This is an optimization exercise on Yosys and OpenROAD, whose aim is small area, a short achievable clock period and few clock cycles, not a production implementation. Only simulation tests tie the RTL to the original design; equivalence was not proved. Power and IR drop assume default switching activity.

run A:
// process
module process(
  input clk,
  input rst,
  input [23:0] in_pix,
  output reg [5:0] row, col,
  output reg out_we,
  output reg [23:0] out_pix,
  output reg mirror_done,
  output reg gray_done,
  output reg filter_done
);
Size in the first run: about 1100 cells after synthesis, ~230 flip-flops.
==> flow/config.mk <==
export PLATFORM = sky130hd
export DESIGN_NAME = process
export DESIGN_NICKNAME = process
export VERILOG_FILES = /design/flow/design.v
export SDC_FILE = /design/flow/constraint.sdc
export NUM_CORES = 4
export LEC_CHECK = 0
export ABC_CLOCK_PERIOD_IN_PS = 2500
export CAP_MARGIN = 20
export CORE_MARGIN = 2
export CORE_UTILIZATION = 40
export CTS_CLUSTER_DIAMETER = 120
export CTS_CLUSTER_SIZE = 25
export SLEW_MARGIN = 20
==> flow/constraint.sdc <==
create_clock -name core_clock -period 8.0 [get_ports {clk}]
set_input_delay 1.6000 -clock core_clock [delete_from_list [all_inputs] [get_ports {clk}]]
set_output_delay 1.6000 -clock core_clock [all_outputs]
set_load 0.01 [all_outputs]
standard.sh (not shown) runs the stock make flow with config.mk's settings and CLKGATE_MAP_FILE= SYNTH_SCRIPT=/design/flow/synth_recipe.tcl, a recipe that flattens the netlist after the stock synthesis.
==> flow/flow/run.sh <==
#!/bin/bash
set -euo pipefail
bash standard.sh SETUP_SLACK_MARGIN=5.3 MATCH_CELL_FOOTPRINT=0 finish > standard_flow.log 2>&1
The flow did not stop early for run A: all stages ran, and the layout cleared the timing, DRC and antenna checks.
Testbench counts of run A, summed over its fixed seeds: cycles 307,356.
The inputs of run B differ from those of run A as listed below.
Settings: an added SETUP_SLACK_MARGIN of 5; a deleted ABC_CLOCK_PERIOD_IN_PS that had been 2500; an added ABC_AREA of 1.
==> flow/run.sh (new file) <==
#!/bin/bash
# synth_recipe.tcl (not shown) runs the flow's synth.tcl, then flattens the netlist and writes it again
# the make line also repeats each setting of config.mk as NAME=value (left out here)
make -C /OpenROAD-flow-scripts/flow DESIGN_CONFIG=/design/flow/config.mk WORK_HOME=/design/flow/orfs CLKGATE_MAP_FILE= SYNTH_SCRIPT=/design/flow/synth_recipe.tcl finish
removed: flow/flow/run.sh
removed: flow/standard.sh
Compared with run A, in run B pre-CTS worst setup slack dropped 110 ps; worst hold-check slack climbed 4.9 ps; portion of the layout cell area used by clock cells barely changed. Compared with run A, in run B post-synthesis cell count went up by 27%; global router's overall resource usage went down by 0.30 points; relative contribution of the clock network to total power went down by 0.4 points. On number of global-route vias before repair, the lower figure sits with run A, not run B.
Inputs modified between run B and run C:
Settings: ABC_CLOCK_PERIOD_IN_PS now 2500, previously not set; PLACE_DENSITY now 0.75, previously not set; CORE_UTILIZATION now 60, was 40; SETUP_SLACK_MARGIN no longer set, was 5; ABC_AREA no longer set, was 1.
==> flow/flow/run.sh (new file) <==
#!/bin/bash
set -euo pipefail
bash standard.sh SETUP_SLACK_MARGIN=5.35 MATCH_CELL_FOOTPRINT=0 finish > standard_flow.log 2>&1
==> flow/standard.sh (new file) <==
#!/bin/bash
# synth_recipe.tcl (not shown) runs the flow's synth.tcl, then flattens the netlist and writes it again
# the make line also repeats each setting of config.mk as NAME=value (left out here)
make -C /OpenROAD-flow-scripts/flow DESIGN_CONFIG=/design/flow/config.mk WORK_HOME=/design/flow/orfs CLKGATE_MAP_FILE= SYNTH_SCRIPT=/design/flow/synth_recipe.tcl "${@:-finish}"
removed: flow/run.sh
Of the two values seen for leading cell type in the layout, fill and taps excluded, nand2_1 was produced by run B and edfxtp_1 by run C.
Run B vs run C, slowest library cell on the worst path: clkdlybuf4s50_1 vs dfxtp_4
Per the comparison of run C with run B, count of mapped cells out of synthesis has decreased, height of the chip -about 20%, leakage power figure moved down, critical path data arrival time now sits higher, via count went down by 8.6%.
When the final numbers for run C and run B were put side by side, the total standard cell area after synthesis turned out to be greater in run B.
> inputs changed (run C -> run D)
Settings: removing PLACE_DENSITY (formerly 0.75); changing CORE_UTILIZATION from 60 to 40.
Notes after the runs:
- Per the comparison of run D with run C, effective utilization at floorplan now sits lower, reported leakage power neither gained nor lost much, site row count up 22%.
- Every run in the comparison, run D and run C, completed the flow with a clean layout.
--- input diff run D..run E ---
==> flow/flow/run.sh <==
#!/bin/bash
set -euo pipefail
bash standard.sh "BUFFER_PORTS_ARGS=-inputs -outputs -buffer_cell sky130_fd_sc_hd__buf_2" SETUP_SLACK_MARGIN=5.35 MATCH_CELL_FOOTPRINT=0 finish > standard_flow.log 2>&1
Findings:
Post-route non-filler standard cell count came out exactly the same in run D and run E. Delta(global-route track usage on met2, run E - run D) < 0. Sort run D and run E by largest fanout of any net on the critical path, descending, and run D comes first. Summary of run E over run D: aggregate global routing overflow saw little to no change, final wirelength saw a decrease, total via count after detailed routing saw an increase, total setup buffers inserted after CTS saw a decrease, sequential share of layout area saw an increase. Run D → run E: signed area change from the synthesized netlist to the final layout moved down; global-route wire length before repair fell about 2.8%; combinational group share of total power held steady.

separate check: timing with driven ports:
No port has a modelled driver above. Below, the same layouts with a new extraction and two added sets of constraints.
Step 1 sets driving cells, clkbuf_16 on the clock port and buf_2 on the other inputs (assumed; they add their load-dependent delay and slew).
Step 2 moves the port delays by t, midway between the first and last clock arrival at a register: inputs arrive t later, outputs are due t later. That takes back most of the time a late clock gives input paths.
Three values: ideal, step 1, step 2; two values: the first two.
| run | shift t [ns] | setup slack, ns | hold slack, ns | worst setup path at the end | slew at the worst register clock pin (ns) |
|---|---|---|---|---|---|
| run A | 0.516 | 5.317 / 5.275 / 4.880 | 0.328 / 0.328 / 0.328 | input to register | 0.11 / 0.11 |
| run B | 0.527 | 5.028 / 4.978 / 4.835 | 0.333 / 0.333 / 0.333 | input to register | 0.10 / 0.10 |
| run C | 0.510 | 5.326 / 5.326 / 5.046 | 0.321 / 0.321 / 0.321 | input to register | 0.10 / 0.10 |
| run D | 0.516 | 5.337 / 5.337 / 5.063 | 0.329 / 0.329 / 0.329 | input to register | 0.11 / 0.11 |
| run E | 0.527 | 5.406 / 5.357 / 5.398 | 0.331 / 0.331 / 0.331 | input to register | 0.11 / 0.11 |
After both steps every run listed still meets setup and hold. For run A, which loses most, drivers alone change the setup slack by -0.042 ns; drivers and shift together by -0.437 ns.
